Background: an optimization exercise with open tools, aiming at small area. Do not read the settings as production practice.
The RTL was checked by simulation tests, not by an equivalence proof against the original design.
The flow treats the clock pin as an ideal source, which a real chip does not have.
No activity file was given, so power comes from the tool's default toggle rates.

==> design.v <==
module keypad_scan(clk, rst, scan_rst, key_col, key_row, kc, kr);
  input clk, rst;
  input scan_rst;
  input [3:0] key_row;
  output [2:0] key_col;
  output reg [1:0] kc;
  output reg [1:0] kr;
  reg [1:0] sq;
  wire [1:0] s = scan_rst ? 2'd0 : sq;
  wire key_stop = |key_row;
  wire one_row = (key_row == 4'b0001) | (key_row == 4'b0010) |
                 (key_row == 4'b0100) | (key_row == 4'b1000);
  assign key_col = {s == 2'd3, s == 2'd2, s == 2'd1};
  always @(posedge clk) begin
    if (rst) sq <= 2'd0;
    else if (!key_stop) sq <= (s == 2'd3) ? 2'd1 : s + 2'd1;
    else sq <= s;
  end
  always @(posedge clk) begin
    if (rst) kc <= 2'd0;
    else kc <= one_row ? s : 2'd0;
    kr <= {key_row[3] | key_row[2], key_row[3] | key_row[1]};
  end
endmodule
module demux(clk, rst, switch, kc, kr, dc, dr, dsw);
  input clk, rst, switch;
  input [1:0] kc, kr;
  output reg [1:0] dc, dr;
  output reg dsw;
  always @(posedge clk) begin
    if (rst) dc <= 2'd0;
    else dc <= kc;
    dr <= kr;
    dsw <= switch;
  end
endmodule
module mux(switch, pos, sw_digits, t_digits, t_zero, digit);
  input switch;
  input [2:0] pos;
  input [21:0] sw_digits;
  input [23:0] t_digits;
  input t_zero;
  output reg [3:0] digit;
  always @(*) begin
    digit = 4'd0;
    if (switch) begin
      case (pos)
        3'd0: digit = sw_digits[3:0];
        3'd1: digit = sw_digits[7:4];
        3'd2: digit = sw_digits[11:8];
        3'd3: digit = {1'b0, sw_digits[14:12]};
        3'd4: digit = sw_digits[18:15];
        3'd5: digit = {1'b0, sw_digits[21:19]};
        default: digit = 4'd0;
      endcase
    end else begin
      case (pos)
        3'd0: digit = t_zero ? 4'd0 : t_digits[3:0];
        3'd1: digit = t_zero ? 4'd0 : t_digits[7:4];
        3'd2: digit = t_digits[11:8];
        3'd3: digit = t_digits[15:12];
        3'd4: digit = t_digits[19:16];
        3'd5: digit = t_digits[23:20];
        default: digit = 4'd0;
      endcase
    end
  end
endmodule
module smallMux(s, t, switch, clk, rst, out);
  input s, t, switch;
  input clk, rst;
  output reg out;
  always @(posedge clk) begin
    if (rst) out <= 1'b0;
    else out <= switch ? s : t;
  end
endmodule
module light_distributor(i, clk, rst, o);
  input i, clk, rst;
  output [7:0] o;
  reg l;
  always @(posedge clk) begin
    if (rst) l <= 1'b0;
    else l <= i;
  end
  assign o = {8{l}};
endmodule
module outBuffer(clk, rst, digit, pos, seg_data, seg_position);
  input clk, rst;
  input [3:0] digit;
  output [2:0] pos;
  output [7:0] seg_data;
  output [5:0] seg_position;
  reg [3:0] cnt;
  reg [2:0] q;
  reg [3:0] nd, sd;
  assign pos = (q == 3'd5 || q == 3'd7) ? 3'd0 : q + 3'd1;
  always @(posedge clk) begin
    if (rst) begin
      cnt <= 4'd0;
      q <= 3'd7;
      nd <= 4'd0;
      sd <= 4'd15;
    end else begin
      cnt <= cnt + 4'd1;
      if (cnt == 4'd14) nd <= digit;
      if (cnt == 4'd0) begin
        q <= pos;
        sd <= nd;
      end
    end
  end
  assign seg_position = {q != 3'd5 && q != 3'd7, q != 3'd4 && q != 3'd7, q != 3'd3 && q != 3'd7,
                         q != 3'd2 && q != 3'd7, q != 3'd1 && q != 3'd7, q != 3'd0 && q != 3'd7};
  wire s3 = sd[3], s2 = sd[2], s1 = sd[1], s0 = sd[0];
  assign seg_data[7] = ~(~s3 & ~s2 & ~s1 & s0 | s3 & s2 | s2 & ~s0);
  assign seg_data[6] = ~s3 & s1 & s0 | ~s2 | ~s1 & ~s0;
  assign seg_data[5] = ~s3 & s2 | ~s3 & s0 | ~s1;
  assign seg_data[4] = ~s2 & s1 | ~s2 & ~s0 | s2 & ~s1 & s0 | s1 & ~s0;
  assign seg_data[3] = ~(s2 & ~s1 | s0);
  assign seg_data[2] = ~(~s3 & ~s2 & s0 | ~s2 & s1 | s1 & s0);
  assign seg_data[1] = ~(~s3 & ~s2 & ~s1 | s2 & s1 & s0);
  assign seg_data[0] = 1'b0;
endmodule
module stopWatch(clk, rst, switch, k_star, k_hash, rst_out, t1, t10, s1, s10, m1, m10);
  input clk, rst, switch;
  input k_star, k_hash;
  output reg rst_out;
  output reg [3:0] t1, t10, s1, m1;
  output reg [2:0] s10, m10;
  localparam DIS = 2'd0, RST = 2'd3, CNT = 2'd1, STP = 2'd2;
  reg [1:0] state, n_state;
  reg [1:0] cyc;
  always @(*) begin
    n_state = state;
    if (switch && state == DIS) n_state = RST;
    else if (!switch) n_state = DIS;
    if (k_star) n_state = RST;
    else if (k_hash) n_state = (state == CNT) ? STP : CNT;
  end
  wire tick = (state == CNT) && (cyc == 2'd2);
  function [3:0] inc9;
    input [3:0] b;
    inc9 = {b[3] & ~b[0] | b[2] & b[1] & b[0], b[2] ^ (b[1] & b[0]), ~b[3] & (b[1] ^ b[0]), ~b[0]};
  endfunction
  function [2:0] inc5;
    input [2:0] b;
    inc5 = {b[2] & ~b[0] | b[1] & b[0], ~b[2] & (b[1] ^ b[0]), ~b[0]};
  endfunction
  wire t1_9 = t1[3] & t1[0], t10_9 = t10[3] & t10[0];
  wire s1_9 = s1[3] & s1[0], s10_5 = s10[2] & s10[0];
  wire m1_9 = m1[3] & m1[0], m10_5 = m10[2] & m10[0];
  wire clr = (state == RST);
  wire inc_t10 = tick && t1_9;
  wire inc_s1 = inc_t10 && t10_9;
  wire inc_s10 = inc_s1 && s1_9;
  wire inc_m1 = inc_s10 && s10_5;
  wire inc_m10 = inc_m1 && m1_9;
  always @(posedge clk) begin
    if (rst) begin
      state <= DIS; rst_out <= 1'b0;
    end else begin
      state <= n_state;
      rst_out <= (k_star | k_hash) && !clr;
    end
  end
  always @(posedge clk) begin
    if (rst || clr) cyc <= 2'd0; else if (state == CNT) cyc <= cyc + 2'd1;
    if (rst || clr) t1 <= 0; else if (tick) t1 <= inc9(t1);
    if (rst || clr) t10 <= 0; else if (inc_t10) t10 <= inc9(t10);
    if (rst || clr) s1 <= 0; else if (inc_s1) s1 <= inc9(s1);
    if (rst || clr) s10 <= 0; else if (inc_s10) s10 <= inc5(s10);
    if (rst || clr) m1 <= 0; else if (inc_m1) m1 <= inc9(m1);
    if (rst || clr) m10 <= 0; else if (inc_m10) m10 <= inc5(m10);
  end
endmodule
module timer(clk, rst, switch, k_star, k_hash, k_dig, digit, rst_out, light_out, zero,
             t1, t10, s1, s10, m1, m10);
  input clk, rst, switch;
  input k_star, k_hash, k_dig;
  input [3:0] digit;
  output reg rst_out;
  output reg light_out;
  output zero;
  output reg [3:0] t1, t10, s1, s10, m1, m10;
  localparam DIS = 3'd0, RST = 3'd1, KEY = 3'd3, RDY = 3'd2, CD = 3'd6, ZRO = 3'd7, DIS2 = 3'd5;
  reg [2:0] state, n_state;
  reg [1:0] cyc;
  wire dis = (state == DIS) || (state == DIS2);
  assign zero = (state == ZRO);
  always @(*) begin
    n_state = state;
    if (!switch && dis) n_state = RST;
    else if (switch) n_state = DIS;
    if (k_star) begin
      case (state)
        RST: n_state = KEY;
        KEY: n_state = RDY;
        default: n_state = RST;
      endcase
    end else if (k_hash) begin
      case (state)
        RDY: n_state = CD;
        CD: n_state = RDY;
        default: n_state = RST;
      endcase
    end
    if (state == CD && t1 == 0 && t10 == 0 && s1 == 0 && s10 == 0 && m1 == 0 && m10 == 0)
      n_state = ZRO;
    if (state == KEY && n_state == DIS) n_state = DIS2;
  end
  wire run = (state == CD) || (state == ZRO);
  wire tick = run && (cyc == 2'd2);
  wire tm0 = (t1 == 0) && (t10 == 0);
  wire sc0 = (s1 == 0) && (s10 == 0);
  function [3:0] dec9;
    input [3:0] b;
    reg z;
    begin
      z = ~(b[3] | b[2] | b[1] | b[0]);
      dec9 = {b[3] & b[0] | z, b[2] & (b[1] | b[0]) | b[3] & ~b[0],
              b[1] & b[0] | ~b[1] & ~b[0] & (b[2] | b[3]), ~b[0]};
    end
  endfunction
  function [3:0] dec5;
    input [3:0] b;
    reg z;
    begin
      z = ~(b[3] | b[2] | b[1] | b[0]);
      dec5 = {b[3] & b[0], b[2] & (b[1] | b[0]) | b[3] & ~b[0] | z,
              b[1] & b[0] | ~b[1] & ~b[0] & (b[2] | b[3]), ~b[0]};
    end
  endfunction
  wire [3:0] t1_d = dec9(t1), t10_d = dec9(t10), s1_d = dec9(s1), s10_d = dec5(s10);
  wire [3:0] m1_d = dec9(m1), m10_d = dec9(m10);
  wire st_rst = (state == RST), st_key = (state == KEY), st_cd = (state == CD), st_zro = (state == ZRO);
  wire allz = tm0 && sc0 && (m1 == 0) && (m10 == 0);
  wire clr = st_rst || (state == DIS2);
  wire clr_t = clr || (st_zro && (switch || k_star || k_hash));
  wire shift = st_key && k_dig;
  wire dec_t1 = tick && !(st_cd && allz);
  wire dec_t10 = dec_t1 && (t1 == 0);
  wire dec_s1 = tick && st_cd && tm0 && !allz;
  wire dec_s10 = dec_s1 && (s1 == 0);
  wire dec_m1 = dec_s1 && sc0;
  wire dec_m10 = dec_m1 && (m1 == 0);
  always @(posedge clk) begin
    if (rst) begin
      state <= DIS; rst_out <= 1'b0; light_out <= 1'b0; cyc <= 2'd0;
    end else begin
      state <= n_state;
      if (st_rst) rst_out <= 1'b0;
      else if (k_star | k_hash | (k_dig & st_key)) rst_out <= 1'b1;
      else if (!k_dig) rst_out <= 1'b0;
      if (st_rst) cyc <= 2'd0;
      else if (run) cyc <= cyc + 2'd1;
      if (st_rst) light_out <= 1'b0;
      else if (st_cd && allz) light_out <= 1'b1;
      else if (st_zro && tick && t1 == 4'd1 && t10 == 0) light_out <= ~light_out;
    end
  end
  always @(posedge clk) begin
    if (rst || clr_t) t1 <= 0; else if (shift) t1 <= digit; else if (dec_t1) t1 <= t1_d;
    if (rst || clr_t) t10 <= 0; else if (shift) t10 <= t1; else if (dec_t10) t10 <= t10_d;
    if (rst || clr) s1 <= 0; else if (shift) s1 <= t10; else if (dec_s1) s1 <= s1_d;
    if (rst || clr) s10 <= 0; else if (shift) s10 <= s1; else if (dec_s10) s10 <= s10_d;
    if (rst || clr) m1 <= 0; else if (shift) m1 <= s10; else if (dec_m1) m1 <= m1_d;
    if (rst || clr) m10 <= 0; else if (shift) m10 <= m1; else if (dec_m10) m10 <= m10_d;
  end
endmodule
module topModule(clk, rst, switch, key_row, key_col, seg_data, seg_position, light_out);
  input clk, rst, switch;
  input [3:0] key_row;
  output [2:0] key_col;
  output [7:0] seg_data;
  output [5:0] seg_position;
  output [7:0] light_out;
  wire scannerRst;
  wire [1:0] kc, kr, dc, dr;
  wire dsw;
  wire rst_out_s, rst_out_t, light, t_zero;
  wire [3:0] st1, st10, ss1, sm1;
  wire [2:0] ss10, sm10;
  wire [3:0] tt1, tt10, ts1, ts10, tm1, tm10;
  wire [2:0] pos;
  wire [3:0] digit;
  wire valid = (dc != 2'd0);
  wire star = valid && dr == 2'd3 && dc == 2'd1;
  wire hash = valid && dr == 2'd3 && dc == 2'd3;
  wire dig = valid && !star && !hash;
  wire [3:0] dval = (dr == 2'd3) ? 4'd0 : {2'b00, dr} * 4'd3 + {2'b00, dc};
  keypad_scan myks(clk, rst, scannerRst, key_col, key_row, kc, kr);
  demux mydemux(clk, rst, switch, kc, kr, dc, dr, dsw);
  stopWatch mysw(clk, rst, switch, star & dsw, hash & dsw, rst_out_s,
                 st1, st10, ss1, ss10, sm1, sm10);
  timer mytimer(clk, rst, switch, star & !dsw, hash & !dsw, dig & !dsw, dval,
                rst_out_t, light, t_zero, tt1, tt10, ts1, ts10, tm1, tm10);
  smallMux mysmallmux(rst_out_s, rst_out_t, switch, clk, rst, scannerRst);
  light_distributor myld(light, clk, rst, light_out);
  mux mymux(switch, pos, {sm10, sm1, ss10, ss1, st10, st1},
            {tm10, tm1, ts10, ts1, tt10, tt1}, t_zero, digit);
  outBuffer mybuffer(clk, rst, digit, pos, seg_data, seg_position);
endmodule
==> flow/run.sh <==
#!/bin/bash
# Synthesis: the standard script with an area-oriented ABC recipe
# (flow/abc_area.script) and no adder extraction; registers are then given
# the instance names the standard synthesis gives them. Layout: the standard
# flow with the smallest buffer on the ports and a clock tree of small
# clusters without dummy loads, whose buffers are then downsized as far as the
# flip-flop clock-pin slew allows (flow/downsize_clk.tcl).
set -euo pipefail
W=$PWD
R=$W/orfs/results/$FLOW_PLATFORM/topModule/base
# 1. standard synthesis, kept for its register names
bash standard.sh synth > $W/synth_standard.log 2>&1
cp $R/1_2_yosys.v $W/standard_synth.v
rm -f $R/1_2_yosys.v $R/1_synth.odb $R/1_synth.sdc
# 2. area-oriented synthesis
rm -rf $W/scripts_area
cp -r $FLOW_HOME/scripts $W/scripts_area
cp $W/flow/abc_area.script $W/scripts_area/abc_area.script
SCRIPTS_DIR=$W/scripts_area ABC_AREA=1 ADDER_MAP_FILE= bash standard.sh $R/1_2_yosys.v > $W/synth_area.log 2>&1
python3 $W/flow/rename_regs.py $W/standard_synth.v $R/1_2_yosys.v > $W/rename_regs.log 2>&1
# 3. layout
export BUFFER_PORTS_ARGS="-buffer_cell sky130_fd_sc_hd__buf_1"
export POST_CTS_TCL=$W/flow/downsize_clk.tcl
export CTS_ARGS="-sink_clustering_enable -repair_clock_nets -dont_use_dummy_load -buf_list {sky130_fd_sc_hd__clkbuf_4 sky130_fd_sc_hd__clkbuf_8} -sink_clustering_size 12"
bash standard.sh > $W/layout.log 2>&1
==> flow/abc_area.script <==
strash
&get -n
&deepsyn -T 30
&put
dch -f
&get -n
&nf -R 1000 -p -F 8 -A 4 -a
&put
==> flow/downsize_clk.tcl <==
# Downsize each clock-tree buffer to the smallest clkbuf that keeps every
# flip-flop clock pin's slew (placement-estimated) under a limit.
proc my_clk_max_slew {} {
  estimate_parasitics -placement
  set mx 0
  foreach pin [get_pins -hierarchical */CLK] {
    set s [get_property $pin slew_max]
    if {$s > $mx} { set mx $s }
  }
  return $mx
}
set my_slew_limit 0.110
set my_block [ord::get_db_block]
foreach my_inst [$my_block getInsts] {
  set my_name [$my_inst getName]
  if {![string match clkbuf_* $my_name]} continue
  set my_orig [[$my_inst getMaster] getName]
  foreach my_size {2 4 8 16} {
    set my_try sky130_fd_sc_hd__clkbuf_$my_size
    if {$my_try == $my_orig} break
    replace_cell $my_name $my_try
    if {[my_clk_max_slew] <= $my_slew_limit} break
    replace_cell $my_name $my_orig
  }
  puts "clock buffer $my_name: $my_orig -> [[$my_inst getMaster] getName]"
}
puts "clock pin slew after downsizing: [my_clk_max_slew]"
==> flow/rename_regs.py <==
import re, sys

cell_re = re.compile(r'^(\s*)(sky130_fd_sc_hd__\w+)\s+(\\\S+\s|\S+)\s*\(', re.M)

def cells(text):
    # yields (start, end, cell type, instance name, body) for each instance
    out = []
    for m in cell_re.finditer(text):
        end = text.index(');', m.end())
        out.append((m.start(3), m.end(3), m.group(2), m.group(3).strip(), text[m.end():end]))
    return out

def q_net(body):
    m = re.search(r'\.Q\((.*?)\)\s*(,|$)', body, re.S)
    return m.group(1).strip() if m else None

ref = open(sys.argv[1]).read()
net = open(sys.argv[2]).read()
ref_names = {}
for s, e, typ, name, body in cells(ref):
    if '__df' in typ:
        ref_names[q_net(body)] = name
wanted = set(ref_names.values())
new = []
pos = 0
n_reg = 0
for s, e, typ, name, body in cells(net):
    if '__df' in typ:
        q = q_net(body)
        if q not in ref_names:
            sys.exit('register %s (Q %s) has no match in the reference' % (name, q))
        repl = ref_names[q]
        n_reg += 1
    elif name in wanted:
        repl = name.rstrip() + '_c' if not name.startswith('\\') else name + '_c'
    else:
        continue
    new.append(net[pos:s])
    new.append(repl + ' ')
    pos = e
new.append(net[pos:])
if n_reg != len(ref_names):
    sys.exit('register count differs: %d vs %d' % (n_reg, len(ref_names)))
open(sys.argv[2], 'w').write(''.join(new))
print('renamed %d registers' % n_reg)
==> standard.sh <==
#!/bin/bash
# synth_recipe.tcl (not shown) runs the flow's synth.tcl, then flattens the netlist and writes it again
# the make line also repeats each setting of config.mk as NAME=value (left out here)
make -C /OpenROAD-flow-scripts/flow DESIGN_CONFIG=/design/flow/config.mk WORK_HOME=/design/flow/orfs CLKGATE_MAP_FILE= SYNTH_SCRIPT=/design/flow/synth_recipe.tcl "${@:-finish}"
==> config.mk <==
export PLATFORM = sky130hd
export DESIGN_NAME = topModule
export DESIGN_NICKNAME = topModule
export VERILOG_FILES = /design/flow/design.v
export SDC_FILE = /design/flow/constraint.sdc
export NUM_CORES = 4
export LEC_CHECK = 0
export CAP_MARGIN = 20
export CORE_MARGIN = 2
export CORE_UTILIZATION = 70
export GPL_ROUTABILITY_DRIVEN = 0
export GPL_TIMING_DRIVEN = 0
export SLEW_MARGIN = 20
==> constraint.sdc <==
create_clock -name core_clock -period 10.0 [get_ports {clk}]
set_input_delay 2.0000 -clock core_clock [delete_from_list [all_inputs] [get_ports {clk}]]
set_output_delay 2.0000 -clock core_clock [all_outputs]
set_load 0.01 [all_outputs]
==> impl_metrics.py, run 1 <==
metrics = {
    "global_routing": {
        "grt_pass1_vias": 3171,
        "grt_first_pass_wirelength_um": 14350,
        "gr-total-overflow": 0,
        "track_usage_pct": 29.04,
        "grt_start_max_net_pins": 26,
        "antenna_found_initial": 0,
    },
    "cells_and_area": {
        "final-seq-area_um2": 1722,
        "nets": 503,
        "drive_above_1_share_pct": 4.049,
        "synthToLayoutAreaGrowth_pct": 7.627,
        "diodes": 0,
        "fillers": 433,
        "final_common_cell": "dfxtp_1",
        "multi_input_area_um2": 2028,
        "mostFrequentLayoutCells": "dfxtp_1 (86), nor2_1 (55), nand2_1 (41)",
    },
    "synthesis": {
        "synth_top_family_by_area": "simple AND/OR/NAND/NOR gates",
        "yosys.area_share.adder_pct": 0,
        "muxShareOfSynthArea_pct": 1.071,
        "yosys.area_share.simple_pct": 24.99,
        "synthXorXnorAreaFrac_pct": 1.363,
        "seq_area_frac_synth_pct": 44.66,
        "synth_cell_types": 50,
        "ys_ff_latch": 86,
        "synth-edff-count": 0,
        "syn-instance-count": 455,
        "synth-main-ff-cell": "dfxtp_1",
        "synth_fp_nets": 462,
        "postSynthAreaPerCell_um2": 8.472,
        "yosys_warnings": 8,
        "synth.cell_area_um2": 3855,
        "ys_async_sr_fraction_pct": 0,
        "synth-compound-area-share_pct": 24.89,
    },
    "sta": {
        "timing.fmax_ghz": 0.2359,
        "whs_ns": 0.3171,
        "fin_tns_setup_ns": 0,
        "relSlewSlack_pct": 27.40,
        "tightest_slew_ns": 1.087,
        "period_minus_slack_ns": 4.239,
        "hold_viol": 0,
        "rsz0062_at_grt": "no",
        "slew_violations": 0,
        "period_share_pct": 42.39,
        "setup_violations": 0,
        "fin_skew_ns": 0.03723,
    },
    "critical_path": {
        "worstSetupEndpoint": "seg_position[4]",
        "start_kind": "flip-flop",
        "critical_path_required_ns": 8.00,
        "slowest_stage": "nor3b_1",
        "crit_path_max_incr_delay_ns": 0.92,
        "rrSetupSlack_ns": 5.79,
        "crit_type": "flip-flop to output port",
        "rr_startpoint": "mytimer.state[1]$_SDFF_PP0_",
        "critPathCaptureType": "output port",
        "timing.rr.end": "mytimer.m10[2]$_SDFFE_PP0P_",
        "critPathMaxFanout": 12,
        "cp-startpoint": "mybuffer.q[2]$_SDFFE_PP1N_",
        "r2r_cells": 13,
        "path_cells": "nor3b_1, nor2_1, buf_1",
        "crit_arrival_ns": 2.24,
    },
    "pwr": {
        "p_leak_nw": 1.487,
        "power_density_nw_per_um2": 138.1,
        "irDropWorstVdd_mv": 0.1122,
    },
    "clock_tree": {
        "clkTransAtPathRegs_ns": 0.09,
        "cts_tree": "yes",
        "clock_sinks": 86,
        "clk-insertion-delay-late_ns": 0.49,
    },
    "die": {
        "die_x_um": 78.21,
        "fp-row-count": 27,
        "die_area_um2": 6117,
        "initial_utilization_pct": 71.32,
        "die_h_um": 78.21,
        "placeableCoreArea_um2": 5405,
        "io_pins": 32,
    },
    "place": {
        "io_buffers": 30,
        "hpwl_um": 5984,
    },
    "detailed_routing": {
        "vias": 3584,
        "ant_nets": 0,
        "drtIter0Drc": 262,
        "wl_um": 8470,
        "drc": 0,
        "via_per_inst": 6.332,
        "dr.pass1.iters": 5,
        "post_drt_wl_per_cell_um": 14.96,
    },
    "job": {
        "maxCapViolations": 0,
    },
    "min_path": {
        "hold_class": "flip-flop to flip-flop",
    },
    "status": {
        "outcome": "no timing/DRC/antenna violations",
    },
}
## metal layers
| metal | wire, um | up-vias | global-route usage (%) | part of all wire, % |
|---|---|---|---|---|
| li1 | - | 1781 | - | - |
| met1 | 3838 | 1650 | 38.63 | 45 |
| met2 | 4031 | 143 | 46.72 | 48 |
| met3 | 497 | 10 | 5.977 | 5.9 |
| met4 | 102 | 0 | 11.05 | 1.2 |
| met5 | 0 | - | 0 | 0 |
## cells in the mapped netlist, drive strengths merged (2+ instances only)
cell type / n / area share [%]
nand3: 18 / 2.3
and2: 2 / 0.32
a21oi: 40 / 5.2
a211oi: 2 / 0.39
nor2b: 8 / 1.3
nor4: 6 / 0.97
o21a: 5 / 0.97
a32o: 5 / 1.3
clkinv: 12 / 1.2
o31ai: 4 / 0.78
and4: 3 / 0.68
a31oi: 7 / 1.1
o311ai: 3 / 0.68
or3: 2 / 0.32
o22a: 4 / 0.91
o21ai: 27 / 3.5
a21o: 7 / 1.4
nand4: 6 / 0.97
nand3b: 2 / 0.39
and3: 6 / 0.97
a221oi: 11 / 2.5
buf: 9 / 1.8
o21bai: 3 / 0.58
nor3: 16 / 2.1
a22oi: 2 / 0.39
nor2: 56 / 5.5
mux2i: 3 / 0.78
nand2b: 8 / 1.3
a222oi: 3 / 0.78
a221o: 3 / 0.78
xor2: 4 / 0.91
or2: 9 / 1.5
a22o: 8 / 1.8
or4: 2 / 0.39
nor3b: 8 / 1.6
dfxtp: 86 / 45
xnor2: 2 / 0.45
nand2: 41 / 4.0
## power by group
part	switching [W]	total, W	internal [W]
sequential	0.0000117	0.000361	0.000350
combinational	0.0000384	0.0000593	0.0000209
clock	0.000100	0.000152	0.0000519
## through the flow
stage                     cell area [um^2]  std cells   power, W  utilization [%]  setup WS, ns
after global placement                4058        557  0.0004248            75.07         5.466
after floorplan                       3855        455  0.0004058                -         6.522
after detailed placement              4060        557  0.0004277            75.12         5.789
after global routing                  4149        566  0.0005981            76.76         5.484
final                                 4149        566  0.0005731            76.76         5.761
## cell families (layout without fill, tap and decap cells)
group	after synthesis	in the layout
other	1	1
XOR/XNOR	6	6
AND/OR/NAND/NOR	195	195
buffers and inverters	21	60
flip-flops	86	86
AO/OA/AOI/OAI	142	142
multiplexers	4	4
## critical path: cells and delay by family, from the launching register on
kind,cells,cell delay [ns]
flip-flops,1,0.55
AND/OR/NAND/NOR,2,1.03
buffers and inverters,1,0.17
## worst min-delay path by stage
stage                             from               endpoint  slack (ns)  depth (start not counted)
finish              myks.kr[1]$_DFF_P_  mydemux.dr[1]$_DFF_P_        0.32                          0
global route        myks.kr[1]$_DFF_P_  mydemux.dr[1]$_DFF_P_        0.33                          0
detailed placement  myks.kr[0]$_DFF_P_  mydemux.dr[0]$_DFF_P_        0.32                          0
global placement    myks.kr[1]$_DFF_P_  mydemux.dr[1]$_DFF_P_        0.31                          0
floorplan           myks.kr[0]$_DFF_P_  mydemux.dr[0]$_DFF_P_        0.31                          0
## layout make-up
cell class              count  share of cell area (%)
repair buffers             30                   2.714
clock buffers               9                   2.021
well taps                  72                   2.171
plain buffers               9                   1.628
flip-flops and latches     86                   41.50
inverters                  12                   1.086
multi-input cells         348                   48.88
==> run 2: changes to the inputs <==
==> flow/run.sh (replaced) <==
#!/bin/bash
# Synthesis: the standard script run with each of several area-oriented ABC
# recipes (flow/abc_*.script) and no adder extraction; the smallest result is
# kept, and its registers are given the instance names the standard synthesis
# gives them. Layout: the standard flow with the smallest buffer on the ports
# and a clock tree of small clusters without dummy loads, whose buffers are
# then downsized as far as the flip-flop clock-pin slew allows
# (flow/downsize_clk.tcl).
set -euo pipefail
W=$PWD
P=results/$FLOW_PLATFORM/topModule/base
R=$W/orfs/$P
# 1. standard synthesis, kept for its register names
bash standard.sh synth > $W/synth_standard.log 2>&1
cp $R/1_2_yosys.v $W/standard_synth.v
rm -f $R/1_2_yosys.v $R/1_synth.odb $R/1_synth.sdc
# 2. area-oriented syntheses, four at a time
MK=$(grep '^make -C' standard.sh | sed 's/ "\${@:-finish}"$//')
variant() {
  local k=$1 d=$W/syn_$1
  rm -rf $d; mkdir -p $d
  cp -r $FLOW_HOME/scripts $d/scripts
  cp $W/flow/abc_$k.script $d/scripts/abc_area.script
  local cmd=$(echo "$MK" | sed "s#WORK_HOME=[^ ]*#WORK_HOME=$d/orfs#")
  SCRIPTS_DIR=$d/scripts ABC_AREA=1 ADDER_MAP_FILE= bash -c "$cmd $d/orfs/$P/1_2_yosys.v" > $W/synth_$k.log 2>&1 || true
}
n=0
for f in $W/flow/abc_*.script; do
  k=$(basename $f .script); k=${k#abc_}
  variant $k &
  n=$((n+1))
  if (( n % 4 == 0 )); then wait; fi
done
wait
best=""; best_area=""
for f in $W/flow/abc_*.script; do
  k=$(basename $f .script); k=${k#abc_}
  s=$W/syn_$k/orfs/reports/$FLOW_PLATFORM/topModule/base/synth_stat.txt
  [[ -f $s && -f $W/syn_$k/orfs/$P/1_2_yosys.v ]] || continue
  a=$(sed -n "s/.*Chip area for module.*: *\([0-9.]*\).*/\1/p" $s | tail -1)
  echo "variant $k area $a" >> $W/synth_variants.log
  if [[ -z "$best" ]] || awk "BEGIN {exit !($a < $best_area)}"; then best=$k; best_area=$a; fi
done
echo "kept variant $best area $best_area" >> $W/synth_variants.log
cp $W/syn_$best/orfs/$P/1_2_yosys.v $R/1_2_yosys.v
python3 $W/flow/rename_regs.py $W/standard_synth.v $R/1_2_yosys.v > $W/rename_regs.log 2>&1
# 3. layout
export BUFFER_PORTS_ARGS="-buffer_cell sky130_fd_sc_hd__buf_1"
export POST_CTS_TCL=$W/flow/downsize_clk.tcl
export CTS_ARGS="-sink_clustering_enable -repair_clock_nets -dont_use_dummy_load -buf_list {sky130_fd_sc_hd__clkbuf_4 sky130_fd_sc_hd__clkbuf_8} -sink_clustering_size 12"
bash standard.sh > $W/layout.log 2>&1
==> flow/abc_a0.script (new file) <==
strash
&get -n
&deepsyn -T 30 -S 0
&put
dch -f
&get -n
&nf -R 1000 -p -F 8 -A 4 -a
&put
==> flow/abc_a1.script (new file) <==
strash
&get -n
&deepsyn -T 30 -S 1
&put
dch -f
&get -n
&nf -R 1000 -p -F 8 -A 4 -a
&put
==> flow/abc_a2.script (new file) <==
strash
&get -n
&deepsyn -T 30 -S 2
&put
dch -f
&get -n
&nf -R 1000 -p -F 8 -A 4 -a
&put
==> flow/abc_a3.script (new file) <==
strash
&get -n
&deepsyn -T 30 -S 3
&put
dch -f
&get -n
&nf -R 1000 -p -F 8 -A 4 -a
&put
==> flow/abc_b0.script (new file) <==
strash
&get -n
&deepsyn -T 30 -S 0
&put
dch -f
&get -n
&nf -R 1000 -p
&put
==> flow/abc_b1.script (new file) <==
strash
&get -n
&deepsyn -T 30 -S 1
&put
dch -f
&get -n
&nf -R 1000 -p
&put
==> flow/abc_b2.script (new file) <==
strash
&get -n
&deepsyn -T 30 -S 2
&put
dch -f
&get -n
&nf -R 1000 -p
&put
==> flow/abc_b3.script (new file) <==
strash
&get -n
&deepsyn -T 30 -S 3
&put
dch -f
&get -n
&nf -R 1000 -p
&put
--- a/config.mk
+++ b/config.mk
@@ -9,5 +9,3 @@
 export CORE_MARGIN = 2
 export CORE_UTILIZATION = 70
-export GPL_ROUTABILITY_DRIVEN = 0
-export GPL_TIMING_DRIVEN = 0
 export SLEW_MARGIN = 20
removed: flow/abc_area.script
==> run 2 against run 1 <==
Clock skew shrank 0.0020 ns. Sequential cell count is the same. Global-route usage grew 1.4 points. Register-to-register slack gained 0.39 ns. Sequential share of layout area grew 0.57 points. Largest cell class unchanged. Highest routed layer unchanged.
==> impl_metrics.py, run 2 <==
metrics = {
    "detailed_routing": {
        "post_drt_wl_per_cell_um": 15.64,
        "wl_um": 8729,
        "drc": 0,
        "vias": 3551,
        "drtIter0Drc": 275,
        "via_per_inst": 6.364,
        "ant_nets": 0,
        "dr.pass1.iters": 6,
    },
    "sta": {
        "slew_violations": 0,
        "fin_tns_setup_ns": 0,
        "rsz0062_at_grt": "no",
        "tightest_slew_ns": 1.117,
        "period_minus_slack_ns": 4.279,
        "period_share_pct": 42.79,
        "relSlewSlack_pct": 25.39,
        "whs_ns": 0.3359,
        "setup_violations": 0,
        "timing.fmax_ghz": 0.2337,
        "hold_viol": 0,
        "fin_skew_ns": 0.03525,
    },
    "cells_and_area": {
        "synthToLayoutAreaGrowth_pct": 6.547,
        "diodes": 0,
        "layoutNonFillerInstCount": 558,
        "final_common_cell": "dfxtp_1",
        "mostFrequentLayoutCells": "dfxtp_1 (86), nor2_1 (56), nand2_1 (45)",
        "nets": 497,
        "drive_above_1_share_pct": 2.459,
        "final_util_pct": 78.63,
        "fillers": 398,
    },
    "die": {
        "die_x_um": 78.08,
        "die_area_um2": 6096,
        "io_pins": 32,
        "fp-row-count": 26,
        "initial_utilization_pct": 73.80,
        "placeableCoreArea_um2": 5205,
        "die_h_um": 78.08,
    },
    "global_routing": {
        "grt_first_pass_wirelength_um": 14920,
        "grt_pass1_vias": 3217,
        "grt_start_max_net_pins": 26,
        "gr-total-overflow": 0,
        "antenna_found_initial": 0,
        "track_usage_pct": 30.48,
    },
    "min_path": {
        "hold_class": "flip-flop to flip-flop",
        "min_delay_path_depth": 0,
    },
    "critical_path": {
        "path_depth": 3,
        "crit_path_max_incr_delay_ns": 0.94,
        "path_cells": "nor3b_1, nor2_1, buf_1",
        "crit_arrival_ns": 2.28,
        "crit_family": "simple AND/OR/NAND/NOR gates",
        "crit_type": "flip-flop to output port",
        "r2r_cells": 13,
        "critPathMaxFanout": 12,
        "critPathCaptureType": "output port",
        "critPathBufInv": 1,
        "start_kind": "flip-flop",
        "slowest_stage": "nor3b_1",
        "critical_path_required_ns": 8.00,
    },
    "job": {
        "maxCapViolations": 0,
    },
    "place": {
        "io_buffers": 30,
        "hpwl_um": 6175,
        "place.gp.congestion": 0.8710,
        "place_inst": 549,
    },
    "clock_tree": {
        "clock_sinks": 86,
        "clk-insertion-delay-late_ns": 0.54,
        "clkTransAtPathRegs_ns": 0.09,
        "cts_tree": "yes",
    },
    "status": {
        "outcome": "no timing/DRC/antenna violations",
    },
    "pwr": {
        "finalPower_w": 0.0005840,
        "p_leak_nw": 1.443,
        "power_density_nw_per_um2": 142.7,
        "irDropWorstVdd_mv": 0.1302,
    },
    "synthesis": {
        "yosys_warnings": 8,
        "synth.cell_area_um2": 3841,
        "synth_fp_nets": 462,
        "syn-instance-count": 455,
        "postSynthAreaPerCell_um2": 8.442,
    },
}
-- run 2: final cells by class --
| cell class | instances | area, um^2 | share of cell area, % |
|---|---|---|---|
| inverter | 4 | 15.01 | 0.3669 |
| clock buffer | 9 | 96.34 | 2.354 |
| multi-input combinational | 356 | 2037 | 49.77 |
| sequential | 86 | 1722 | 42.07 |
| timing repair buffer | 33 | 135.1 | 3.302 |
| tap | 70 | 87.58 | 2.140 |
-- run 2: power breakdown --
part	internal (W)	leakage (nW)	switching [W]	total (W)
logic	0.0000209	0.691	0.0000382	0.0000591
clock network	0.0000601	0.0539	0.000104	0.000164
registers	0.000349	0.698	0.0000115	0.000361
-- run 2: path summary, 6_finish.rpt --
kind                                                  start                     endpoint  slack (ns)
worst min-delay path                     myks.kr[1]$_DFF_P_        mydemux.dr[1]$_DFF_P_        0.34
worst max-delay path             mybuffer.q[2]$_SDFFE_PP1N_              seg_position[4]        5.72
worst max register to register  mytimer.t10[0]$_SDFFE_PP0P_  mytimer.m10[2]$_SDFFE_PP0P_        6.18
worst min register to register           myks.kr[1]$_DFF_P_        mydemux.dr[1]$_DFF_P_        0.34
-- run 2: layer usage --
metal	vias to the layer above	GRT usage [%]	share of wire (%)
li1	1743	-	-
met1	1649	38.82	44
met2	134	50.60	48
met3	25	7.356	6.1
met4	0	11.05	2.5
met5	-	0	0
-- run 2: worst reg2reg max path: cells and delay by family (launching register included) --
kind,cells,cell delay [ns]
AO/OA/AOI/OAI,2,0.50
flip-flops,1,0.51
AND/OR/NAND/NOR,11,2.67
-- run 2: stage by stage --
| step | setup WS, ns | instance area, um^2 |
|---|---|---|
| floorplan | 6.702 | 3841 |
| global placement | 6.358 | 3996 |
| detailed placement | 6.292 | 3996 |
| global route | 5.653 | 4093 |
| finish | 5.721 | 4093 |
==> run 3: changes to the inputs <==
--- a/flow/run.sh
+++ b/flow/run.sh
@@ -3,8 +3,9 @@
 # recipes (flow/abc_*.script) and no adder extraction; the smallest result is
 # kept, and its registers are given the instance names the standard synthesis
-# gives them. Layout: the standard flow with the smallest buffer on the ports
-# and a clock tree of small clusters without dummy loads, whose buffers are
-# then downsized as far as the flip-flop clock-pin slew allows
-# (flow/downsize_clk.tcl).
+# gives them. Layout: the standard flow with the smallest buffer on the ports,
+# without the buffers timing-driven placement adds where no design rule needs
+# them (flow/pre_resize.tcl), and a clock tree of small clusters without
+# dummy loads, whose buffers are then downsized as far as the flip-flop
+# clock-pin slew allows (flow/downsize_clk.tcl).
 set -euo pipefail
 W=$PWD
@@ -47,4 +48,5 @@
 # 3. layout
 export BUFFER_PORTS_ARGS="-buffer_cell sky130_fd_sc_hd__buf_1"
+export PRE_RESIZE_TCL=$W/flow/pre_resize.tcl
 export POST_CTS_TCL=$W/flow/downsize_clk.tcl
 export CTS_ARGS="-sink_clustering_enable -repair_clock_nets -dont_use_dummy_load -buf_list {sky130_fd_sc_hd__clkbuf_4 sky130_fd_sc_hd__clkbuf_8} -sink_clustering_size 12"
==> flow/pre_resize.tcl (new file) <==
# Remove the buffers timing-driven global placement inserted (named place*);
# the repair_design that follows adds back any that a design rule needs.
set my_names {}
foreach my_inst [get_cells place*] {
  if {[string match sky130_fd_sc_hd__buf_* [get_property $my_inst ref_name]]} {
    lappend my_names [get_full_name $my_inst]
  }
}
puts "removing [llength $my_names] placement buffers: $my_names"
if {[llength $my_names] > 0} { remove_buffers {*}$my_names }
==> run 3 against run 2 <==
Critical path depth stayed put. Sequential power hardly changed. Clock skew is 0.010 ns lower. Via count decreased by 0.73%. Synthesized area about the same. Cell count fell by 1.6%. Combinational power grew 1%. Register-to-register slack lost 0.02 ns. Global-route usage decreased by 0.80 points. Die area about the same. Critical endpoint unchanged.
==> impl_metrics.py, run 3 <==
metrics = {
    "pwr": {
        "p_leak_nw": 1.423,
        "power_density_nw_per_um2": 143.8,
        "irDropWorstVdd_mv": 0.09922,
    },
    "sta": {
        "period_minus_slack_ns": 4.328,
        "timing.fmax_ghz": 0.2311,
        "tightest_slew_ns": 1.057,
        "rsz0062_at_grt": "no",
        "hold_viol": 0,
        "whs_ns": 0.3290,
        "slew_violations": 0,
        "period_share_pct": 43.28,
        "relSlewSlack_pct": 29.40,
        "fin_skew_ns": 0.02510,
        "fin_ws_ns": 5.672,
        "fin_tns_setup_ns": 0,
        "setup_violations": 0,
    },
    "place": {
        "post_dp_cell_area_um2": 3975,
        "preCtsSetupSlack_ns": 5.925,
        "io_buffers": 30,
        "hpwl_um": 6065,
        "place.gp.congestion": 0.9220,
    },
    "critical_path": {
        "crit_arrival_ns": 2.33,
        "critical_path_required_ns": 8.00,
        "start_kind": "flip-flop",
        "rrSetupSlack_ns": 6.16,
        "r2r_cells": 14,
        "cp-startpoint": "mybuffer.q[2]$_SDFFE_PP1N_",
        "rr_startpoint": "mytimer.t1[1]$_SDFFE_PP0P_",
        "crit_type": "flip-flop to output port",
        "worstSetupEndpoint": "seg_position[4]",
        "critPathCaptureType": "output port",
        "timing.rr.end": "mytimer.m10[2]$_SDFFE_PP0P_",
        "critPathMaxFanout": 12,
    },
    "detailed_routing": {
        "ant_nets": 0,
        "vias": 3525,
        "via_per_inst": 6.421,
        "post_drt_wl_per_cell_um": 15.90,
        "wl_um": 8727,
        "drc": 0,
        "dr.pass1.iters": 6,
        "drtIter0Drc": 197,
    },
    "global_routing": {
        "busiest_layer": "met2",
        "grt_start_max_net_pins": 26,
        "use_met2_pct": 49.22,
        "grt_first_pass_wirelength_um": 14470,
        "track_usage_pct": 29.67,
        "grt_pass1_vias": 3191,
        "gr-total-overflow": 0,
        "met3_usage_pct": 6.322,
        "antenna_found_initial": 0,
        "met1_usage_pct": 37.43,
    },
    "cells_and_area": {
        "diodes": 0,
        "finalInstanceArea_um2": 4093,
        "drive_above_1_share_pct": 2.714,
        "synthToLayoutAreaGrowth_pct": 6.582,
        "fillers": 408,
        "mostFrequentLayoutCells": "dfxtp_1 (86), nor2_1 (48), nand2_1 (43)",
        "final_common_cell": "dfxtp_1",
        "nets": 488,
        "final_util_pct": 78.63,
    },
    "die": {
        "initial_utilization_pct": 73.77,
        "die_area_um2": 6094,
        "die_h_um": 78.07,
        "io_pins": 32,
        "placeableCoreArea_um2": 5205,
        "fp-row-count": 26,
        "die_x_um": 78.07,
    },
    "synthesis": {
        "postSynthAreaPerCell_um2": 8.571,
        "synth_fp_nets": 455,
        "yosys_warnings": 8,
        "syn-instance-count": 448,
        "synth.cell_area_um2": 3840,
    },
    "job": {
        "maxCapViolations": 0,
    },
    "clock_tree": {
        "cts_tree": "yes",
        "clk-insertion-delay-late_ns": 0.54,
        "clkTransAtPathRegs_ns": 0.08,
        "clock_sinks": 86,
    },
    "min_path": {
        "hold_class": "flip-flop to flip-flop",
    },
    "status": {
        "outcome": "no timing/DRC/antenna violations",
    },
}
==> run 3: how the worst min path moves through the flow <==
stage / start / end / slack [ns] / cells after the start
floorplan: myks.kr[0]$_DFF_P_ / mydemux.dr[0]$_DFF_P_ / 0.31 / 0
global placement: myks.kr[0]$_DFF_P_ / mydemux.dr[0]$_DFF_P_ / 0.31 / 0
detailed placement: myks.kr[1]$_DFF_P_ / mydemux.dr[1]$_DFF_P_ / 0.32 / 0
global route: myks.kr[1]$_DFF_P_ / mydemux.dr[1]$_DFF_P_ / 0.34 / 0
finish: myks.kr[0]$_DFF_P_ / mydemux.dr[0]$_DFF_P_ / 0.33 / 0
==> run 3: where the power goes <==
group	internal, W	leakage [nW]	switching (W)
combinational	0.0000215	0.671	0.0000382
sequential	0.000349	0.698	0.0000121
clock	0.0000602	0.0539	0.000107
==> run 3: cell type report <==
class / count / area (um^2) / area share (%)
clock buffer: 9 / 96.34 / 2.354
timing repair buffer: 31 / 123.9 / 3.027
sequential: 86 / 1722 / 42.07
inverter: 6 / 22.52 / 0.5503
multi-input combinational: 347 / 2041 / 49.86
tap: 70 / 87.58 / 2.140
==> run 3: stage by stage <==
stage / instances / total power [W]
after floorplan: 448 / 0.0004055
after global placement: 542 / 0.0004247
after detailed placement: 539 / 0.0004268
after global routing: 549 / 0.0006090
final: 549 / 0.0005887
==> run 3: per-layer routing <==
metal / up-vias / part of all wire (%)
met5: - / 0
met4: 0 / 2.5
met3: 24 / 6.1
met2: 135 / 47
met1: 1640 / 44
li1: 1726 / -
==> run 3: worst max-delay path: stages (launching register included) <==
cell and delay (ns):
dfxtp_1 0.58, nor3b_1 0.90, nor2_1 0.14, buf_1 0.18
==> run 4: changes to the inputs <==
--- a/flow/downsize_clk.tcl
+++ b/flow/downsize_clk.tcl
@@ -10,5 +10,5 @@
   return $mx
 }
-set my_slew_limit 0.110
+set my_slew_limit 0.118
 set my_block [ord::get_db_block]
 foreach my_inst [$my_block getInsts] {
==> run 4 against run 3 <==
Still clean. Clock skew up 0.011 ns. Global-route usage up 0.15 points. Count of clock-buffer cells in the layout unchanged. Non-clock buffer count is 1 lower. First-iteration DRC count is 0.51% lower. Die area barely moved. Combinational power decreased by 2%. Core utilization shrank 0.58 points. Largest cell class unchanged. Largest power group unchanged.
==> impl_metrics.py, run 4 <==
metrics = {
    "sta": {
        "setup_violations": 0,
        "period_share_pct": 41.49,
        "tightest_slew_ns": 1.192,
        "fin_skew_ns": 0.03619,
        "relSlewSlack_pct": 20.34,
        "rsz0062_at_grt": "no",
        "fin_tns_setup_ns": 0,
        "period_minus_slack_ns": 4.149,
        "hold_viol": 0,
        "timing.fmax_ghz": 0.2410,
        "slew_violations": 0,
        "whs_ns": 0.3296,
    },
    "critical_path": {
        "rrSetupSlack_ns": 6.25,
        "critPathMaxFanout": 8,
        "rr_startpoint": "mytimer.s1[1]$_SDFFE_PP0P_",
        "slowest_stage": "nor3b_1",
        "timing.rr.end": "mytimer.m10[2]$_SDFFE_PP0P_",
        "crit_path_max_incr_delay_ns": 0.99,
        "crit_type": "flip-flop to output port",
        "start_kind": "flip-flop",
        "crit_arrival_ns": 2.15,
        "path_cells": "nor3b_1, nor2_1, buf_1",
        "critPathCaptureType": "output port",
        "r2r_cells": 14,
        "critical_path_required_ns": 8.00,
    },
    "detailed_routing": {
        "drtIter0Drc": 196,
        "vias": 3548,
        "drc": 0,
        "post_drt_wl_per_cell_um": 15.57,
        "wl_um": 8640,
        "ant_nets": 0,
        "via_per_inst": 6.393,
        "dr.pass1.iters": 7,
    },
    "cells_and_area": {
        "diodes": 0,
        "drive_above_1_share_pct": 2.474,
        "final_common_cell": "dfxtp_1",
        "finalInstanceArea_um2": 4063,
        "mostFrequentLayoutCells": "dfxtp_1 (86), nor2_1 (55), nand2_1 (45)",
        "nets": 494,
        "layoutNonFillerInstCount": 555,
        "synthToLayoutAreaGrowth_pct": 5.766,
    },
    "pwr": {
        "irDropWorstVdd_mv": 0.1159,
        "p_leak_nw": 1.424,
        "finalPower_w": 0.0005712,
        "power_density_nw_per_um2": 140.6,
    },
    "place": {
        "post_dp_cell_area_um2": 3981,
        "place.gp.congestion": 0.8710,
        "io_buffers": 30,
        "place_inst": 546,
        "hpwl_um": 6108,
    },
    "global_routing": {
        "track_usage_pct": 29.82,
        "antenna_found_initial": 0,
        "gr-total-overflow": 0,
        "grt_pass1_vias": 3181,
        "grt_start_max_net_pins": 26,
        "grt_first_pass_wirelength_um": 14480,
    },
    "die": {
        "initial_utilization_pct": 73.80,
        "fp-row-count": 26,
        "die_x_um": 78.08,
        "io_pins": 32,
        "die_area_um2": 6096,
        "placeableCoreArea_um2": 5205,
        "die_h_um": 78.08,
    },
    "synthesis": {
        "syn-instance-count": 455,
        "synth.cell_area_um2": 3841,
        "postSynthAreaPerCell_um2": 8.442,
        "yosys_warnings": 8,
        "synth_fp_nets": 462,
    },
    "min_path": {
        "hold-path-endpoint": "mydemux.dr[1]$_DFF_P_",
        "min_from": "myks.kr[1]$_DFF_P_",
        "hold_class": "flip-flop to flip-flop",
        "min_delay_path_depth": 0,
    },
    "job": {
        "maxCapViolations": 0,
    },
    "clock_tree": {
        "clkTransAtPathRegs_ns": 0.11,
        "clk-insertion-delay-late_ns": 0.42,
        "cts_tree": "yes",
        "clock_sinks": 86,
    },
    "status": {
        "outcome": "no timing/DRC/antenna violations",
    },
}
-- run 4: area by class of cell --
| type | count | area (um^2) |
|---|---|---|
| Multi-Input combinational cell | 356 | 2044 |
| Sequential cell | 86 | 1722 |
| Fill cell | 387 | 1142 |
| Timing Repair Buffer | 30 | 113.9 |
| Tap cell | 70 | 87.58 |
| Clock buffer | 9 | 80.08 |
| Inverter | 4 | 15.01 |
-- run 4: how the worst max path moves through the flow --
stage / startpoint / endpoint / slack, ns
after floorplan: mybuffer.q[0]$_SDFFE_PP1N_ / seg_position[1] / 6.70
after global placement: rst / mytimer.t1[1]$_SDFFE_PP0P_ / 6.36
after detailed placement: rst / mytimer.t1[0]$_SDFFE_PP0P_ / 5.95
after global routing: mybuffer.q[1]$_SDFFE_PP1N_ / seg_position[2] / 5.77
final: mybuffer.q[1]$_SDFFE_PP1N_ / seg_position[2] / 5.85
-- run 4: where the power goes --
| part | switching, W | internal, W | leakage, nW |
|---|---|---|---|
| registers | 0.0000117 | 0.000350 | 0.698 |
| logic | 0.0000379 | 0.0000206 | 0.679 |
| clock network | 0.000101 | 0.0000505 | 0.0466 |
-- run 4: metal layers --
metal,up-vias,GRT usage [%],share of wire (%)
met5,-,0,0
met4,0,9.649,1.8
met3,16,8.391,5.8
met2,134,50.60,48
met1,1661,36.76,44
li1,1737,-,-
-- run 4: stage by stage --
step           worst slack [ns]  util, %
2_1_floorplan             6.702        -
3_3_place_gp              6.358    76.78
3_5_place_dp              5.950    76.49
5_1_grt                   5.768    78.05
6_report                  5.851    78.05
-- run 4: worst max-delay path: cells and delay by family (launching register included) --
| family | cells | cell delay, ns |
|---|---|---|
| buf+inv | 1 | 0.17 |
| simple gates | 2 | 1.08 |
| flops | 1 | 0.48 |
==> run 5: changes to the inputs <==
--- a/config.mk
+++ b/config.mk
@@ -8,4 +8,4 @@
 export CAP_MARGIN = 20
 export CORE_MARGIN = 2
-export CORE_UTILIZATION = 70
+export CORE_UTILIZATION = 78
 export SLEW_MARGIN = 20
==> run 5 against run 4 <==
Die area decreased by 9.7%. Sequential share of layout area increased by 0.052 points. Wire length increased by 2.1%. Count of clock-buffer cells in the layout unchanged. Fmax increased by 2.7%. Via count increased by 2.2%. Register-to-register slack got worse by 0.29 ns. Sequential cell count unchanged. Still clean on timing, DRC and antenna. Power about the same. Combinational power increased by 0.7%. Largest power group unchanged. Clock skew decreased by 0.0078 ns.
==> impl_metrics.py, run 5 <==
metrics = {
    "status": {
        "outcome": "no timing/DRC/antenna violations",
    },
    "global_routing": {
        "track_usage_pct": 34.05,
        "antenna_found_initial": 0,
        "grt_pass1_vias": 3175,
        "grt_first_pass_wirelength_um": 14440,
        "gr-total-overflow": 0,
        "grt_start_max_net_pins": 26,
    },
    "die": {
        "placeableCoreArea_um2": 4723,
        "initial_utilization_pct": 81.32,
        "die_h_um": 74.18,
        "die_x_um": 74.18,
        "die_area_um2": 5502,
        "fp-row-count": 25,
        "io_pins": 32,
    },
    "min_path": {
        "hold-path-endpoint": "mydemux.dr[1]$_DFF_P_",
        "hold_class": "flip-flop to flip-flop",
        "min_delay_path_depth": 0,
        "min_from": "myks.kr[1]$_DFF_P_",
    },
    "cells_and_area": {
        "nets": 494,
        "final_common_cell": "dfxtp_1",
        "mostFrequentLayoutCells": "dfxtp_1 (86), nor2_1 (55), nand2_1 (45)",
        "synthToLayoutAreaGrowth_pct": 5.635,
        "drive_above_1_share_pct": 2.268,
        "diodes": 0,
    },
    "critical_path": {
        "rrSetupSlack_ns": 5.96,
        "cpMostUsedCell": "nand2_1",
        "rr_startpoint": "mytimer.s10[3]$_SDFFE_PP0P_",
        "critPathMaxFanout": 7,
        "crit_type": "flip-flop to flip-flop",
        "critical_path_required_ns": 10.17,
        "crit_path_max_incr_delay_ns": 0.71,
        "slowest_stage": "nor3_1",
        "path_cells": "nor3_1, nand4_1, nor4_1, nor3_1, nand2_1, nor2_1, and2_0, nor2b_1, nor2b_1, nand2_1, nor2_1, nand2_1, o311ai_0, o311ai_0",
        "r2r_cells": 14,
        "crit_arrival_ns": 4.21,
        "critPathCaptureType": "flip-flop",
        "start_kind": "flip-flop",
        "timing.rr.end": "mytimer.m10[2]$_SDFFE_PP0P_",
    },
    "sta": {
        "setup_violations": 0,
        "timing.fmax_ghz": 0.2474,
        "hold_viol": 0,
        "tightest_slew_ns": 1.093,
        "period_share_pct": 40.41,
        "fin_tns_setup_ns": 0,
        "period_minus_slack_ns": 4.041,
        "relSlewSlack_pct": 27.13,
        "slew_violations": 0,
        "fin_skew_ns": 0.02837,
        "rsz0062_at_grt": "no",
    },
    "pwr": {
        "p_int_w": 0.0004212,
        "clkPwrFrac_pct": 26.5,
        "combPwrFrac_pct": 10.3,
        "finalPower_w": 0.0005711,
        "p_leak_nw": 1.421,
        "irDropWorstVdd_mv": 0.1117,
        "power_density_nw_per_um2": 140.7,
        "p_sw_w": 0.0001499,
        "seq_power_share_pct": 63.2,
        "p_sw_share_pct": 26.25,
    },
    "detailed_routing": {
        "via_per_inst": 6.567,
        "dr.pass1.iters": 8,
        "wl_um": 8818,
        "drtIter0Drc": 348,
        "ant_nets": 0,
        "vias": 3625,
        "drc": 0,
        "post_drt_wl_per_cell_um": 15.97,
    },
    "synthesis": {
        "syn-instance-count": 455,
        "yosys_warnings": 8,
        "synth_fp_nets": 462,
        "synth.cell_area_um2": 3841,
        "postSynthAreaPerCell_um2": 8.442,
    },
    "clock_tree": {
        "clk-insertion-delay-late_ns": 0.35,
        "cts_tree": "yes",
        "clock_sinks": 86,
        "clkTransAtPathRegs_ns": 0.12,
    },
    "place": {
        "io_buffers": 30,
        "hpwl_um": 6191,
        "place.gp.congestion": 0.9159,
    },
    "job": {
        "maxCapViolations": 0,
    },
}
## run 5: through the flow
step | area (um^2) | hold slack [ns] | util [%] | setup slack (ns) | std cells
6_report | 4058 | 0.3505 | 85.91 | 5.959 | 552
2_1_floorplan | 3841 | 0.3096 | - | 6.702 | 455
3_3_place_gp | 3993 | 0.3118 | 84.53 | 6.405 | 546
3_5_place_dp | 3973 | 0.3254 | 84.11 | 5.978 | 543
5_1_grt | 4058 | 0.3613 | 85.91 | 5.445 | 552
## run 5: metal layers
layer | share of wire [%] | up-vias | GRT usage, % | wire, um
li1 | - | 1739 | - | -
met1 | 42 | 1640 | 42.13 | 3665
met2 | 47 | 200 | 57.14 | 4181
met3 | 7.2 | 46 | 5.285 | 633
met4 | 3.8 | 0 | 18.38 | 337
met5 | 0 | - | 0 | 0
## run 5: worst max-delay path by stage
| stage | start | cells after the start | to |
|---|---|---|---|
| after detailed placement | rst | 5 | flip-flop |
| after global routing | mytimer.t10[1]$_SDFFE_PP0P_ | 14 | mytimer.m10[2]$_SDFFE_PP0P_ |
| after floorplan | mybuffer.q[0]$_SDFFE_PP1N_ | 2 | seg_position[1] |
| after global placement | rst | 6 | mytimer.t1[1]$_SDFFE_PP0P_ |
| final | mytimer.s10[3]$_SDFFE_PP0P_ | 14 | mytimer.m10[2]$_SDFFE_PP0P_ |
## run 5: critical path: cells and delay by family, from the launching register on
| family | cells | cell delay, ns |
|---|---|---|
| simple gates | 12 | 2.75 |
| flops | 1 | 0.47 |
| compound gates | 2 | 0.61 |
## run 5: power groups by stage
stage	Sequential, W	Clock [W]	Combinational (W)
global placement	0.000367	0	0.0000564
detailed placement	0.000368	0	0.0000578
floorplan	0.000366	0	0.0000388
finish	0.000361	0.000151	0.0000588
global route	0.000363	0.000162	0.0000654
## run 5: area by class of cell
type / count / area (um^2)
clock buffer: 9 / 80.08
fill: 289 / 665.6
inverter: 4 / 15.01
multi-input combinational: 356 / 2044
sequential: 86 / 1722
tap: 67 / 83.83
timing repair buffer: 30 / 112.6
==> run 6: changes to the inputs <==
==> flow/abc_c0.script (new file) <==
strash
&get -n
&deepsyn -T 30 -S 0
&dch -f
&nf -R 1000 -p
&put
==> flow/abc_c1.script (new file) <==
strash
&get -n
&deepsyn -T 30 -S 1
&dch -f
&nf -R 1000 -p
&put
==> flow/abc_c2.script (new file) <==
strash
&get -n
&deepsyn -T 30 -S 2
&dch -f
&nf -R 1000 -p
&put
==> flow/abc_c3.script (new file) <==
strash
&get -n
&deepsyn -T 30 -S 3
&dch -f
&nf -R 1000 -p
&put
==> flow/abc_d0.script (new file) <==
strash
&get -n
&deepsyn -T 30 -S 0
&dch -f
&nf -R 1000 -p -F 8 -A 4 -a
&put
==> flow/abc_d1.script (new file) <==
strash
&get -n
&deepsyn -T 30 -S 1
&dch -f
&nf -R 1000 -p -F 8 -A 4 -a
&put
==> flow/abc_d2.script (new file) <==
strash
&get -n
&deepsyn -T 30 -S 2
&dch -f
&nf -R 1000 -p -F 8 -A 4 -a
&put
==> flow/abc_d3.script (new file) <==
strash
&get -n
&deepsyn -T 30 -S 3
&dch -f
&nf -R 1000 -p -F 8 -A 4 -a
&put
--- a/config.mk
+++ b/config.mk
@@ -8,4 +8,4 @@
 export CAP_MARGIN = 20
 export CORE_MARGIN = 2
-export CORE_UTILIZATION = 78
+export CORE_UTILIZATION = 70
 export SLEW_MARGIN = 20
removed: flow/abc_a0.script
removed: flow/abc_a1.script
removed: flow/abc_a2.script
removed: flow/abc_a3.script
removed: flow/abc_b0.script
removed: flow/abc_b1.script
removed: flow/abc_b2.script
removed: flow/abc_b3.script
==> run 6 against run 5 <==
Still clean. Global-route usage is 4.0 points lower. First-iteration DRC count down 0.57%. Clock power is essentially flat. Wire length down 2.0%. Sequential power barely moved. Setup slack got worse by 0.34 ns. Power is 0.31% higher. Largest cell class unchanged. Highest routed layer unchanged.
==> impl_metrics.py, run 6 <==
metrics = {
    "status": {
        "outcome": "no timing/DRC/antenna violations",
    },
    "place": {
        "io_buffers": 30,
        "hpwl_um": 6138,
        "place.gp.congestion": 0.9553,
    },
    "clock_tree": {
        "clock_sinks": 86,
        "clk-insertion-delay-late_ns": 0.52,
        "cts_tree": "yes",
        "clkTransAtPathRegs_ns": 0.10,
    },
    "global_routing": {
        "grt_pass1_vias": 3201,
        "grt_start_max_net_pins": 25,
        "gr-total-overflow": 0,
        "grt_first_pass_wirelength_um": 14610,
        "track_usage_pct": 30.07,
        "antenna_found_initial": 0,
    },
    "detailed_routing": {
        "dr.pass1.iters": 6,
        "wl_um": 8645,
        "drtIter0Drc": 346,
        "vias": 3515,
        "post_drt_wl_per_cell_um": 15.69,
        "ant_nets": 0,
        "drc": 0,
        "via_per_inst": 6.379,
    },
    "sta": {
        "period_share_pct": 43.83,
        "fin_tns_setup_ns": 0,
        "period_minus_slack_ns": 4.383,
        "relSlewSlack_pct": 24.75,
        "tightest_slew_ns": 1.126,
        "slew_violations": 0,
        "fin_skew_ns": 0.03267,
        "rsz0062_at_grt": "no",
        "timing.fmax_ghz": 0.2282,
        "whs_ns": 0.3381,
        "setup_violations": 0,
        "hold_viol": 0,
    },
    "cells_and_area": {
        "synthToLayoutAreaGrowth_pct": 6.016,
        "final_common_cell": "dfxtp_1",
        "fillers": 386,
        "diodes": 0,
        "multi_input_area_um2": 1983,
        "mostFrequentLayoutCells": "dfxtp_1 (86), nor2_1 (49), a21oi_1 (43)",
        "nets": 490,
        "final_util_pct": 78.01,
        "drive_above_1_share_pct": 2.495,
        "final-seq-area_um2": 1722,
    },
    "critical_path": {
        "critPathMaxFanout": 9,
        "r2r_cells": 14,
        "rr_startpoint": "mytimer.t1[1]$_SDFFE_PP0P_",
        "timing.rr.end": "mytimer.m10[1]$_SDFFE_PP0P_",
        "cp-startpoint": "mytimer.t1[1]$_SDFFE_PP0P_",
        "critPathCaptureType": "flip-flop",
        "crit_type": "flip-flop to flip-flop",
        "worstSetupEndpoint": "mytimer.m10[1]$_SDFFE_PP0P_",
        "critical_path_required_ns": 10.37,
        "start_kind": "flip-flop",
        "crit_arrival_ns": 4.75,
        "rrSetupSlack_ns": 5.62,
    },
    "die": {
        "die_x_um": 77.74,
        "die_area_um2": 6044,
        "io_pins": 32,
        "fp-row-count": 26,
        "placeableCoreArea_um2": 5172,
        "initial_utilization_pct": 73.58,
        "die_h_um": 77.74,
    },
    "synthesis": {
        "synth.cell_area_um2": 3806,
        "postSynthAreaPerCell_um2": 8.458,
        "yosys_warnings": 8,
        "synth_fp_nets": 457,
        "syn-instance-count": 450,
    },
    "pwr": {
        "p_leak_nw": 1.436,
        "power_density_nw_per_um2": 142.0,
        "combPwrFrac_pct": 10.5,
        "p_sw_w": 0.0001544,
        "seq_power_share_pct": 63.3,
        "p_int_w": 0.0004184,
        "p_sw_share_pct": 26.95,
        "irDropWorstVdd_mv": 0.1162,
        "clkPwrFrac_pct": 26.3,
    },
    "min_path": {
        "hold_class": "flip-flop to flip-flop",
    },
    "job": {
        "maxCapViolations": 0,
    },
}
[run 6: area by class of cell]
| class | count | area share, % |
|---|---|---|
| Sequential cell | 86 | 42.67 |
| Timing Repair Buffer | 31 | 3.070 |
| Clock buffer | 9 | 1.922 |
| Inverter | 11 | 1.023 |
| Multi-Input combinational cell | 344 | 49.15 |
| Tap cell | 70 | 2.171 |
[run 6: how the worst min path moves through the flow]
| stage | from | endpoint | cells after the start |
|---|---|---|---|
| after floorplan | myks.kr[0]$_DFF_P_ | mydemux.dr[0]$_DFF_P_ | 0 |
| after global placement | myks.kr[0]$_DFF_P_ | mydemux.dr[0]$_DFF_P_ | 0 |
| after detailed placement | myks.kr[0]$_DFF_P_ | mydemux.dr[0]$_DFF_P_ | 0 |
| after global routing | myks.kr[1]$_DFF_P_ | mydemux.dr[1]$_DFF_P_ | 0 |
| final | myks.kr[1]$_DFF_P_ | mydemux.dr[1]$_DFF_P_ | 0 |
[run 6: power groups by stage]
stage	combinational [W]	clock, W	sequential (W)
6_report	0.0000599	0.000150	0.000363
5_1_grt	0.0000663	0.000165	0.000365
3_5_place_dp	0.0000587	0	0.000370
3_3_place_gp	0.0000576	0	0.000370
2_1_floorplan	0.0000395	0	0.000367
[run 6: through the flow]
stage	worst slack [ns]	cell area [um^2]	power [W]	std cells
3_3_place_gp	5.923	3961	0.0004272	544
2_1_floorplan	6.175	3806	0.0004065	450
5_1_grt	5.288	4035	0.0005957	551
6_report	5.617	4035	0.0005728	551
3_5_place_dp	5.734	3941	0.0004288	541
[run 6: layer usage]
layer	GRT usage (%)	wire, um
met5	0	0
met1	40.27	3868
met3	4.419	576
met4	13.39	168
met2	48.19	4032
[run 6: worst max-delay path, stage by stage, from the launching register on]
cell,delay [ns]
dfxtp_1,0.47
nor4_1,0.11
nand3b_1,0.16
nor3_1,0.12
or4_1,0.62
or4_1,0.58
nor4_1,0.44
nand2b_1,0.19
or2_0,0.31
or4_1,0.54
nor2_1,0.14
nand2_1,0.12
nor2_1,0.21
xnor2_1,0.14
o21ai_0,0.09
==> run 7: changes to the inputs <==
==> flow/abc_c4.script (new file) <==
strash
&get -n
&deepsyn -T 30 -S 4
&dch -f
&nf -R 1000 -p
&put
==> flow/abc_c5.script (new file) <==
strash
&get -n
&deepsyn -T 30 -S 5
&dch -f
&nf -R 1000 -p
&put
==> flow/abc_d4.script (new file) <==
strash
&get -n
&deepsyn -T 30 -S 4
&dch -f
&nf -R 1000 -p -F 8 -A 4 -a
&put
==> flow/abc_d5.script (new file) <==
strash
&get -n
&deepsyn -T 30 -S 5
&dch -f
&nf -R 1000 -p -F 8 -A 4 -a
&put
==> run 7 against run 6 <==
Sequential power about the same. Cell count down 0.54%. Design area down 0.22%. Setup slack worse by 0.41 ns. Fmax down 8.5%. Sequential cell count unchanged. Non-clock buffer count down 1. Die area down 0.17%. First-iteration DRC count down 6.6%. Synthesized cell count down 0.44%. Still clean on timing, DRC and antenna. Global-route usage up 0.087 points. Clock skew up 0.0032 ns.
==> impl_metrics.py, run 7 <==
metrics = {
    "status": {
        "outcome": "no timing/DRC/antenna violations",
    },
    "critical_path": {
        "slowest_stage": "nor3b_2",
        "rr_startpoint": "mytimer.t1[1]$_SDFFE_PP0P_",
        "path_cells": "buf_1, o21bai_1, nor3_1, and3_1, nor3b_2, o21ai_0, nor2_1, a21oi_1, a21oi_1",
        "critPathMaxFanout": 25,
        "crit_arrival_ns": 5.25,
        "critical_path_required_ns": 10.46,
        "critPathBufInv": 1,
        "crit_type": "input port to flip-flop",
        "crit_family": "simple AND/OR/NAND/NOR gates",
        "start_kind": "input port",
        "cp-startpoint": "rst",
        "cpMostUsedCell": "a21oi_1",
        "critPathCaptureType": "flip-flop",
        "crit_path_max_incr_delay_ns": 0.75,
    },
    "die": {
        "placeableCoreArea_um2": 5172,
        "fp-row-count": 26,
        "die_area_um2": 6033,
        "die_x_um": 77.68,
        "io_pins": 32,
        "die_h_um": 77.68,
        "initial_utilization_pct": 73.46,
    },
    "cells_and_area": {
        "final_common_cell": "dfxtp_1",
        "nets": 487,
        "diodes": 0,
        "final_util_pct": 77.84,
        "drive_above_1_share_pct": 2.301,
        "mostFrequentLayoutCells": "dfxtp_1 (86), nand2_1 (47), nor2_1 (46)",
        "synthToLayoutAreaGrowth_pct": 5.960,
    },
    "global_routing": {
        "grt_start_max_net_pins": 26,
        "antenna_found_initial": 0,
        "grt_first_pass_wirelength_um": 14600,
        "track_usage_pct": 30.15,
        "gr-total-overflow": 0,
        "grt_pass1_vias": 3197,
    },
    "detailed_routing": {
        "post_drt_wl_per_cell_um": 15.95,
        "drtIter0Drc": 323,
        "wl_um": 8742,
        "dr.pass1.iters": 5,
        "via_per_inst": 6.443,
        "vias": 3531,
        "drc": 0,
        "ant_nets": 0,
    },
    "sta": {
        "hold_viol": 0,
        "setup_violations": 0,
        "rsz0062_at_grt": "no",
        "period_minus_slack_ns": 4.790,
        "slew_violations": 0,
        "period_share_pct": 47.90,
        "whs_ns": 0.3232,
        "timing.fmax_ghz": 0.2088,
        "fin_skew_ns": 0.03585,
        "fin_tns_setup_ns": 0,
        "tightest_slew_ns": 1.028,
        "relSlewSlack_pct": 31.49,
    },
    "clock_tree": {
        "clkTransAtPathRegs_ns": 0.10,
        "clock_sinks": 86,
        "cts_tree": "yes",
        "clk-insertion-delay-late_ns": 0.53,
    },
    "pwr": {
        "p_leak_nw": 1.431,
        "power_density_nw_per_um2": 143.5,
        "irDropWorstVdd_mv": 0.1115,
        "finalPower_w": 0.0005777,
    },
    "place": {
        "hpwl_um": 6129,
        "place.gp.congestion": 0.9022,
        "io_buffers": 30,
    },
    "synthesis": {
        "yosys_warnings": 8,
        "synth_fp_nets": 455,
        "syn-instance-count": 448,
        "postSynthAreaPerCell_um2": 8.482,
        "synth.cell_area_um2": 3800,
    },
    "job": {
        "maxCapViolations": 0,
    },
    "min_path": {
        "min_from": "myks.kr[1]$_DFF_P_",
        "hold_class": "flip-flop to flip-flop",
    },
}
[run 7: final cells by class]
| class | instances | area [um^2] |
|---|---|---|
| multi-input combinational | 346 | 1994 |
| sequential | 86 | 1722 |
| fill | 376 | 1146 |
| timing repair buffer | 30 | 112.6 |
| tap | 70 | 87.58 |
| clock buffer | 9 | 83.83 |
| inverter | 7 | 26.28 |
[run 7: worst paths after layout]
check / endpoint / slack, ns / cells past startpoint
worst max-delay path: flip-flop / 5.21 / 9
worst min-delay path: mydemux.dr[1]$_DFF_P_ / 0.32 / 0
worst max register to register: mytimer.m10[1]$_SDFFE_PP0P_ / 5.59 / 14
worst min register to register: mydemux.dr[1]$_DFF_P_ / 0.32 / 0
[run 7: where the power goes]
part	switching, W	total [W]	internal [W]
combinational	0.0000398	0.0000611	0.0000214
clock	0.000102	0.000154	0.0000517
sequential	0.0000125	0.000362	0.000350
total	0.000155	0.000578	0.000423
[run 7: per-layer routing]
metal | track usage (%) | vias to the layer above | wire length, um
li1 | - | 1710 | -
met1 | 38.77 | 1642 | 3755
met3 | 4.535 | 23 | 642
met5 | 0 | - | 0
met4 | 12.50 | 0 | 172
met2 | 50.60 | 156 | 4171
[run 7: worst register-to-register path, cell delays in order (launching register included)]
cell and delay (ns):
dfxtp_1 0.46, or3_1 0.23, nor3_1 0.09, nand2_1 0.11, nor3_1 0.13, or4_1 0.68, or3_1 0.46, nand2b_1 0.28
or3_1 0.43, or4_1 0.55, nor2_1 0.25, nand2_1 0.17, nor2_1 0.24, xnor2_1 0.15, o21ai_0 0.10
[run 7: per-stage QoR]
step | cells | area, um^2 | setup WS, ns
final | 548 | 4026 | 5.210
after global routing | 548 | 4026 | 4.961
after detailed placement | 539 | 3938 | 4.763
after global placement | 542 | 3955 | 5.390
after floorplan | 448 | 3800 | 5.762
